What follows belongs to an exercise in optimizing a design on an open flow for small area and a short achievable clock period; a production flow would make more cautious choices. Power figures rest on the tool's default switching activity, not on a simulated workload.

==> build 76 <==
==> flow/design.v <==
`default_nettype wire
`timescale 1 ns / 1 ps
parameter STEP    = 10;
parameter DWIDTH  = 16;
parameter LWIDTH  = 16;
parameter WAVSIZE = 16;
parameter CORE    = 4;
parameter CORELOG = 2;
parameter NETSIZE = 10;
module mac
  ( input                       clk
  , input                       xrst
  , input                       out_en
  , input                       accum_we
  , input                       reset
  , input  signed [DWIDTH-1:0]  x
  , input  signed [DWIDTH-1:0]  w
  , output signed [DWIDTH-1:0]  y
  );
  reg v0, v1, v2;
  always @(posedge clk) begin
    v0 <= xrst;
    v1 <= xrst & v0;
    v2 <= xrst & v1;
  end
  reg [15:0] xr;
  always @(posedge clk) xr <= x;
  reg [7:0] neg, one, two;
  integer i;
  wire [16:0] we = {w, 1'b0};
  always @(posedge clk)
    for (i = 0; i < 8; i = i + 1) begin
      neg[i] <= we[2*i+2];
      one[i] <= we[2*i+1] ^ we[2*i];
      two[i] <= (we[2*i+2] & ~we[2*i+1] & ~we[2*i]) | (~we[2*i+2] & we[2*i+1] & we[2*i]);
    end
  wire [17:0] xe = {xr[15], xr, 1'b0};
  wire neg0 = neg[0];
  wire [16:0] pp0 = ({17{one[0]}} & xe[17:1] | {17{two[0]}} & xe[16:0]) ^ {17{neg[0]}};
  wire npp0 = ~pp0[16];
  wire neg1 = neg[1];
  wire [16:0] pp1 = ({17{one[1]}} & xe[17:1] | {17{two[1]}} & xe[16:0]) ^ {17{neg[1]}};
  wire npp1 = ~pp1[16];
  wire neg2 = neg[2];
  wire [16:0] pp2 = ({17{one[2]}} & xe[17:1] | {17{two[2]}} & xe[16:0]) ^ {17{neg[2]}};
  wire npp2 = ~pp2[16];
  wire neg3 = neg[3];
  wire [16:0] pp3 = ({17{one[3]}} & xe[17:1] | {17{two[3]}} & xe[16:0]) ^ {17{neg[3]}};
  wire npp3 = ~pp3[16];
  wire neg4 = neg[4];
  wire [16:0] pp4 = ({17{one[4]}} & xe[17:1] | {17{two[4]}} & xe[16:0]) ^ {17{neg[4]}};
  wire npp4 = ~pp4[16];
  wire neg5 = neg[5];
  wire [16:0] pp5 = ({17{one[5]}} & xe[17:1] | {17{two[5]}} & xe[16:0]) ^ {17{neg[5]}};
  wire npp5 = ~pp5[16];
  wire neg6 = neg[6];
  wire [16:0] pp6 = ({17{one[6]}} & xe[17:1] | {17{two[6]}} & xe[16:0]) ^ {17{neg[6]}};
  wire npp6 = ~pp6[16];
  wire neg7 = neg[7];
  wire [16:0] pp7 = ({17{one[7]}} & xe[17:1] | {17{two[7]}} & xe[16:0]) ^ {17{neg[7]}};
  wire npp7 = ~pp7[16];
  wire s1;
  wire c2;
  wire s3;
  wire c4;
  wire s5;
  wire c6;
  wire s7;
  wire c8;
  wire s9;
  wire c10;
  wire s11;
  wire c12;
  wire s13;
  wire c14;
  wire s15;
  wire c16;
  wire s17;
  wire c18;
  wire s19;
  wire c20;
  wire s21;
  wire c22;
  wire s23;
  wire c24;
  wire s25;
  wire c26;
  wire s27;
  wire c28;
  wire s29;
  wire c30;
  wire s31;
  wire c32;
  wire s33;
  wire c34;
  wire s35;
  wire c36;
  wire s37;
  wire c38;
  wire s39;
  wire c40;
  wire s41;
  wire c42;
  wire s43;
  wire c44;
  wire s45;
  wire c46;
  wire s47;
  wire c48;
  wire s49;
  wire c50;
  wire s51;
  wire c52;
  wire s53;
  wire c54;
  wire s55;
  wire c56;
  wire s57;
  wire c58;
  wire s59;
  wire c60;
  wire s61;
  wire c62;
  wire s63;
  wire c64;
  wire s65;
  wire c66;
  wire s67;
  wire c68;
  wire s69;
  wire c70;
  wire s71;
  wire c72;
  wire s73;
  wire c74;
  wire s75;
  wire c76;
  wire s77;
  wire c78;
  wire s79;
  wire c80;
  wire s81;
  wire c82;
  wire s83;
  wire c84;
  wire s85;
  wire c86;
  wire s87;
  wire c88;
  wire s89;
  wire c90;
  wire s91;
  wire c92;
  wire s93;
  wire c94;
  wire s95;
  wire c96;
  wire s97;
  wire c98;
  wire s99;
  wire c100;
  wire s101;
  wire c102;
  wire s103;
  wire c104;
  wire s105;
  wire c106;
  wire s107;
  wire c108;
  wire s109;
  wire c110;
  wire s111;
  wire c112;
  wire s113;
  wire c114;
  wire s115;
  wire c116;
  wire s117;
  wire c118;
  wire s119;
  wire c120;
  wire s121;
  wire c122;
  wire s123;
  wire c124;
  wire s125;
  wire c126;
  wire s127;
  wire c128;
  wire s129;
  wire c130;
  wire s131;
  wire c132;
  wire s133;
  wire c134;
  wire s135;
  wire c136;
  wire s137;
  wire c138;
  wire s139;
  wire c140;
  wire s141;
  wire c142;
  wire s143;
  wire c144;
  wire s145;
  wire c146;
  wire s147;
  wire c148;
  wire s149;
  wire c150;
  wire s151;
  wire c152;
  wire s153;
  wire c154;
  wire s155;
  wire c156;
  wire s157;
  wire c158;
  wire s159;
  wire c160;
  wire s161;
  wire c162;
  wire s163;
  wire c164;
  wire s165;
  wire c166;
  wire s167;
  wire c168;
  wire s169;
  wire c170;
  wire s171;
  wire c172;
  wire s173;
  wire c174;
  wire s175;
  wire c176;
  wire s177;
  wire c178;
  wire s179;
  wire c180;
  wire s181;
  wire c182;
  wire s183;
  wire c184;
  wire s185;
  wire c186;
  wire s187;
  wire c188;
  wire s189;
  wire c190;
  wire s191;
  wire c192;
  wire s193;
  wire c194;
  wire s195;
  wire c196;
  assign {c2, s1} = pp0[6] + pp1[4];
  assign {c4, s3} = pp0[7] + pp1[5];
  assign {c6, s5} = pp0[4] + pp1[2];
  assign {c8, s7} = pp0[5] + pp1[3];
  assign {c10, s9} = pp2[2] + pp3[0] + neg3;
  assign {c12, s11} = pp2[3] + pp3[1] + s3;
  assign {c14, s13} = pp0[2] + pp1[0];
  assign {c16, s15} = pp0[3] + pp1[1];
  assign {c18, s17} = pp2[0] + neg2 + s5;
  assign {c20, s19} = pp2[1] + s7 + c6;
  assign {c22, s21} = s1 + s9 + c8;
  assign {c24, s23} = c2 + s11 + c10;
  wire [7:0] lo_a = {s23, s21, s19, s17, s15, neg1, pp0[1], pp0[0]};
  wire [7:0] lo_b = {c22, c20, c18, c16, c14, s13, 1'b0, neg0};
  wire [8:0] lo_sum = lo_a + lo_b;
  assign {c26, s25} = pp0[8] + pp1[6] + pp2[4];
  assign {c28, s27} = pp3[2] + pp4[0];
  assign {c30, s29} = pp0[9] + pp1[7];
  assign {c32, s31} = pp0[10] + pp1[8] + pp2[6];
  assign {c34, s33} = pp0[11] + pp1[9];
  assign {c36, s35} = pp0[12] + pp1[10] + pp2[8];
  assign {c38, s37} = pp3[6] + pp4[4];
  assign {c40, s39} = pp0[13] + pp1[11] + pp2[9];
  assign {c42, s41} = pp3[7] + pp4[5];
  assign {c44, s43} = pp0[14] + pp1[12] + pp2[10];
  assign {c46, s45} = pp3[8] + pp4[6] + pp5[4];
  assign {c48, s47} = pp6[2] + pp7[0];
  assign {c50, s49} = pp0[15] + pp1[13] + pp2[11];
  assign {c52, s51} = pp3[9] + pp4[7] + pp5[5];
  assign {c54, s53} = pp6[3] + pp7[1];
  assign {c56, s55} = npp0 + pp1[14] + pp2[12];
  assign {c58, s57} = pp3[10] + pp4[8] + pp5[6];
  assign {c60, s59} = pp6[4] + pp7[2] + 1'b1;
  assign {c62, s61} = pp1[15] + pp2[13] + pp3[11];
  assign {c64, s63} = pp4[9] + pp5[7] + pp6[5];
  assign {c66, s65} = pp7[3] + 1'b1;
  assign {c68, s67} = npp1 + pp2[14] + pp3[12];
  assign {c70, s69} = pp4[10] + pp5[8] + pp6[6];
  assign {c72, s71} = pp2[15] + pp3[13] + pp4[11];
  assign {c74, s73} = pp5[9] + pp6[7];
  assign {c76, s75} = npp2 + pp3[14] + pp4[12];
  assign {c78, s77} = pp3[15] + pp4[13];
  assign {c80, s79} = neg4 + c4 + c12;
  assign {c82, s81} = pp2[5] + pp3[3] + pp4[1];
  assign {c84, s83} = s29 + c26;
  assign {c86, s85} = pp3[4] + pp4[2] + pp5[0];
  assign {c88, s87} = neg5 + s31 + c30;
  assign {c90, s89} = pp2[7] + pp3[5] + pp4[3];
  assign {c92, s91} = pp5[1] + s33 + c32;
  assign {c94, s93} = pp5[2] + pp6[0] + neg6;
  assign {c96, s95} = s35 + s37 + c34;
  assign {c98, s97} = pp5[3] + pp6[1] + s39;
  assign {c100, s99} = s41 + c36 + c38;
  assign {c102, s101} = neg7 + s43 + s45;
  assign {c104, s103} = s47 + c40 + c42;
  assign {c106, s105} = s49 + s51 + s53;
  assign {c108, s107} = c44 + c46 + c48;
  assign {c110, s109} = s55 + s57 + s59;
  assign {c112, s111} = c50 + c52 + c54;
  assign {c114, s113} = s61 + s63 + s65;
  assign {c116, s115} = c56 + c58 + c60;
  assign {c118, s117} = pp7[4] + s67 + s69;
  assign {c120, s119} = c62 + c64 + c66;
  assign {c122, s121} = pp7[5] + 1'b1 + s71;
  assign {c124, s123} = s73 + c68 + c70;
  assign {c126, s125} = pp5[10] + pp6[8] + pp7[6];
  assign {c128, s127} = s75 + c72 + c74;
  assign {c130, s129} = pp5[11] + pp6[9] + pp7[7];
  assign {c132, s131} = 1'b1 + s77 + c76;
  assign {c134, s133} = npp3 + pp4[14] + pp5[12];
  assign {c136, s135} = pp6[10] + pp7[8] + c78;
  assign {c138, s137} = c24 + s25;
  assign {c140, s139} = c28 + s81 + s83;
  assign {c142, s141} = s85 + s87 + c82;
  assign {c144, s143} = s89 + s91 + c86;
  assign {c146, s145} = s93 + s95 + c90;
  assign {c148, s147} = s97 + s99 + c94;
  assign {c150, s149} = s101 + s103 + c98;
  assign {c152, s151} = s105 + s107 + c102;
  assign {c154, s153} = s109 + s111 + c106;
  assign {c156, s155} = s113 + s115 + c110;
  assign {c158, s157} = s117 + s119 + c114;
  assign {c160, s159} = s121 + s123 + c118;
  assign {c162, s161} = s125 + s127 + c122;
  assign {c164, s163} = s129 + s131 + c126;
  assign {c166, s165} = s133 + s135 + c130;
  assign {c168, s167} = s27 + s79;
  assign {c170, s169} = c80 + s139 + c138;
  assign {c172, s171} = c84 + s141 + c140;
  assign {c174, s173} = c88 + s143 + c142;
  assign {c176, s175} = c92 + s145 + c144;
  assign {c178, s177} = c96 + s147 + c146;
  assign {c180, s179} = c100 + s149 + c148;
  assign {c182, s181} = c104 + s151 + c150;
  assign {c184, s183} = c108 + s153 + c152;
  assign {c186, s185} = c112 + s155 + c154;
  assign {c188, s187} = c116 + s157 + c156;
  assign {c190, s189} = c120 + s159 + c158;
  assign {c192, s191} = c124 + s161 + c160;
  assign {c194, s193} = c128 + s163 + c162;
  assign {c196, s195} = c132 + s165 + c164;
  reg lo_c, lo_z;
  reg ra0;
  reg rb0;
  reg ra1;
  reg rb1;
  reg ra2;
  reg rb2;
  reg ra3;
  reg rb3;
  reg ra4;
  reg rb4;
  reg ra5;
  reg rb5;
  reg ra6;
  reg rb6;
  reg ra7;
  reg rb7;
  reg ra8;
  reg rb8;
  reg ra9;
  reg rb9;
  reg ra10;
  reg rb10;
  reg ra11;
  reg rb11;
  reg ra12;
  reg rb12;
  reg ra13;
  reg rb13;
  reg ra14;
  reg rb14;
  always @(posedge clk) begin
    lo_c <= lo_sum[8];
    lo_z <= lo_sum[7:0] == 0;
    ra0 <= s137;
    rb0 <= s167;
    ra1 <= s169;
    rb1 <= c168;
    ra2 <= s171;
    rb2 <= c170;
    ra3 <= s173;
    rb3 <= c172;
    ra4 <= s175;
    rb4 <= c174;
    ra5 <= s177;
    rb5 <= c176;
    ra6 <= s179;
    rb6 <= c178;
    ra7 <= s181;
    rb7 <= c180;
    ra8 <= s183;
    rb8 <= c182;
    ra9 <= s185;
    rb9 <= c184;
    ra10 <= s187;
    rb10 <= c186;
    ra11 <= s189;
    rb11 <= c188;
    ra12 <= s191;
    rb12 <= c190;
    ra13 <= s193;
    rb13 <= c192;
    ra14 <= s195;
    rb14 <= c194;
  end
  wire [14:0] ha = {ra14, ra13, ra12, ra11, ra10, ra9, ra8, ra7, ra6, ra5, ra4, ra3, ra2, ra1, ra0};
  wire [14:0] hb = {rb14, rb13, rb12, rb11, rb10, rb9, rb8, rb7, rb6, rb5, rb4, rb3, rb2, rb1, rb0};
  wire [15:0] phs = {ha, 1'b1} + {hb, lo_c};
  wire [14:0] ph = phs[15:1];
  wire dec = ph[14] & lo_z;
  wire [14:0] nz;
  assign nz[0] = 1'b0;
  genvar q;
  generate for (q = 1; q < 15; q = q + 1) begin : rz
    assign nz[q] = |ph[q-1:0];
  end endgenerate
  wire [15:0] rnd = {ph[14], ph ^ ({15{dec}} & ~nz)};
  reg [15:0] rr;
  always @(posedge clk) rr <= rnd;
  reg [15:0] acc, yr;
  always @(posedge clk)
    if (!xrst | reset)
      acc <= 0;
    else if (accum_we & v2)
      acc <= acc + rr;
  always @(posedge clk)
    if (!xrst)
      yr <= 0;
    else if (out_en)
      yr <= acc;
  assign y = yr;
endmodule
==> flow/run.sh <==
#!/bin/bash
# synth_recipe.tcl (not shown) runs the flow's synth.tcl, then flattens the netlist and writes it again
# the make line also repeats each setting of config.mk as NAME=value (left out here)
make -C /OpenROAD-flow-scripts/flow DESIGN_CONFIG=/design/flow/config.mk WORK_HOME=/design/flow/orfs CLKGATE_MAP_FILE= SYNTH_SCRIPT=/design/flow/synth_recipe.tcl finish
==> flow/config.mk <==
export PLATFORM = sky130hd
export DESIGN_NAME = mac
export DESIGN_NICKNAME = mac
export VERILOG_FILES = /design/flow/design.v
export SDC_FILE = /design/flow/constraint.sdc
export NUM_CORES = 4
export LEC_CHECK = 0
export CAP_MARGIN = 20
export CORE_MARGIN = 2
export CORE_UTILIZATION = 40
export SLEW_MARGIN = 20
==> flow/constraint.sdc <==
create_clock -name core_clock -period 6.0 [get_ports {clk}]
set_input_delay 1.2000 -clock core_clock [delete_from_list [all_inputs] [get_ports {clk}]]
set_output_delay 1.2000 -clock core_clock [all_outputs]
set_load 0.01 [all_outputs]
==> inputs of trial 72, as changes to build 76 <==
--- a/flow/design.v
+++ b/flow/design.v
@@ -26,13 +26,14 @@
   reg [15:0] xr;
   always @(posedge clk) xr <= x;
-  reg [7:0] neg, one, two;
-  integer i;
-  wire [16:0] we = {w, 1'b0};
-  always @(posedge clk)
-    for (i = 0; i < 8; i = i + 1) begin
-      neg[i] <= we[2*i+2];
-      one[i] <= we[2*i+1] ^ we[2*i];
-      two[i] <= (we[2*i+2] & ~we[2*i+1] & ~we[2*i]) | (~we[2*i+2] & we[2*i+1] & we[2*i]);
-    end
+  reg [15:0] wr;
+  always @(posedge clk) wr <= w;
+  wire [16:0] we = {wr, 1'b0};
+  wire [7:0] neg, one, two;
+  genvar g;
+  generate for (g = 0; g < 8; g = g + 1) begin : benc
+    assign neg[g] = we[2*g+2];
+    assign one[g] = we[2*g+1] ^ we[2*g];
+    assign two[g] = (we[2*g+2] & ~we[2*g+1] & ~we[2*g]) | (~we[2*g+2] & we[2*g+1] & we[2*g]);
+  end endgenerate
   wire [17:0] xe = {xr[15], xr, 1'b0};
   wire neg0 = neg[0];
@@ -424,14 +425,7 @@
   wire [14:0] ha = {ra14, ra13, ra12, ra11, ra10, ra9, ra8, ra7, ra6, ra5, ra4, ra3, ra2, ra1, ra0};
   wire [14:0] hb = {rb14, rb13, rb12, rb11, rb10, rb9, rb8, rb7, rb6, rb5, rb4, rb3, rb2, rb1, rb0};
-  wire [15:0] phs = {ha, 1'b1} + {hb, lo_c};
-  wire [14:0] ph = phs[15:1];
+  wire [14:0] ph = ha + hb + lo_c;
   wire dec = ph[14] & lo_z;
-  wire [14:0] nz;
-  assign nz[0] = 1'b0;
-  genvar q;
-  generate for (q = 1; q < 15; q = q + 1) begin : rz
-    assign nz[q] = |ph[q-1:0];
-  end endgenerate
-  wire [15:0] rnd = {ph[14], ph ^ ({15{dec}} & ~nz)};
+  wire [15:0] rnd = {ph[14], ph - dec};
   reg [15:0] rr;
   always @(posedge clk) rr <= rnd;
==> comparison <==
- Between trial 72 and build 76, the lower cell area is in build 76 (gap 16%, measured against build 76).
- Against build 76, the final cell count of trial 72 is larger by 34%.
- Between build 76 and trial 72, the lower area after synthesis is in build 76 (gap about 15%, measured against trial 72).
- Of trial 72 and build 76, trial 72 has the higher clock power (gap about 4%, measured against build 76).
- Of build 76 and trial 72, build 76 has the higher maximum frequency (gap about 17%, measured against trial 72).
- Against build 76, the register-to-register slack of trial 72 is worse by 620 ps.
- Between build 76 and trial 72, the lower flip-flop and latch count is in trial 72 (gap 8).
- Between build 76 and trial 72, the lower total power is in trial 72 (gap about 3.4%, measured against trial 72).
- Between trial 72 and build 76, the lower sequential share of layout area is in trial 72 (gap 4.5 points).
==> figures <==
item	trial 72	build 76
Distinct cell type count after synthesis	63	52
Run status	complete, no violations	complete, no violations
Sequential share of cell area	0.192	0.238
Library cell with the highest instance count after synthesis	a21oi_1	dfxtp_1
FF-to-FF path depth	15	13
Worst endpoint required time	6320 ps	6360 ps
Internal power	2.73 mW	2.81 mW
Reg-to-Reg Start	wr[3]	neg[1]
Post-synthesis share of cell area spent on and, or, nand and nor gates	0.138	0.0822
Most common cell after layout, fill and taps aside	a21oi_1	dfxtp_1
Slew HR	0.364	0.331
Final-layout worst hold slack	424 ps	425 ps
Met1 track demand over resource in global routing	0.288	0.212
Core area	26200 um2	22500 um2
Critical Path Stages	15	13
DR WL met2	13.6 mm	9.15 mm
Wire length of the first global-routing pass	48.0 mm	32.6 mm
Met3 usage	0.0357	0.0292
Routed wl met3	2.29 mm	719 um
Cell count after synthesis	1368	951
Function was not checked in any run of this note: the RTL went through the layout flow alone.

-- re-timing with driven ports --
No port has a modelled driver above. Below, the same layouts with a new extraction and two added sets of constraints. Step 1: set_driving_cell puts a clkbuf_16 on clk and a buf_2 on each other input, an assumption about the parent block. Step 2, shift: input delay + t, output delay - t, t = (earliest + latest rising clock arrival at the registers) / 2. This alone moves slack from input paths to output paths. a / b / c = ideal / step 1 / step 2; a / b = the first two.
| run | t (ns) | setup WS [ns] | worst register clock-pin slew, ns | worst data-port slew with drivers (ns) | cell pins on the clock port's net |
|---|---|---|---|---|---|
| build 76 | 0.465 | 2.314 / 2.314 / 2.314 | 0.07 / 0.07 | 0.03 | 1 |
| trial 72 | 0.469 | 1.699 / 1.699 / 1.699 | 0.07 / 0.07 | 0.04 | 1 |
After both steps setup and hold are still met in every run listed.
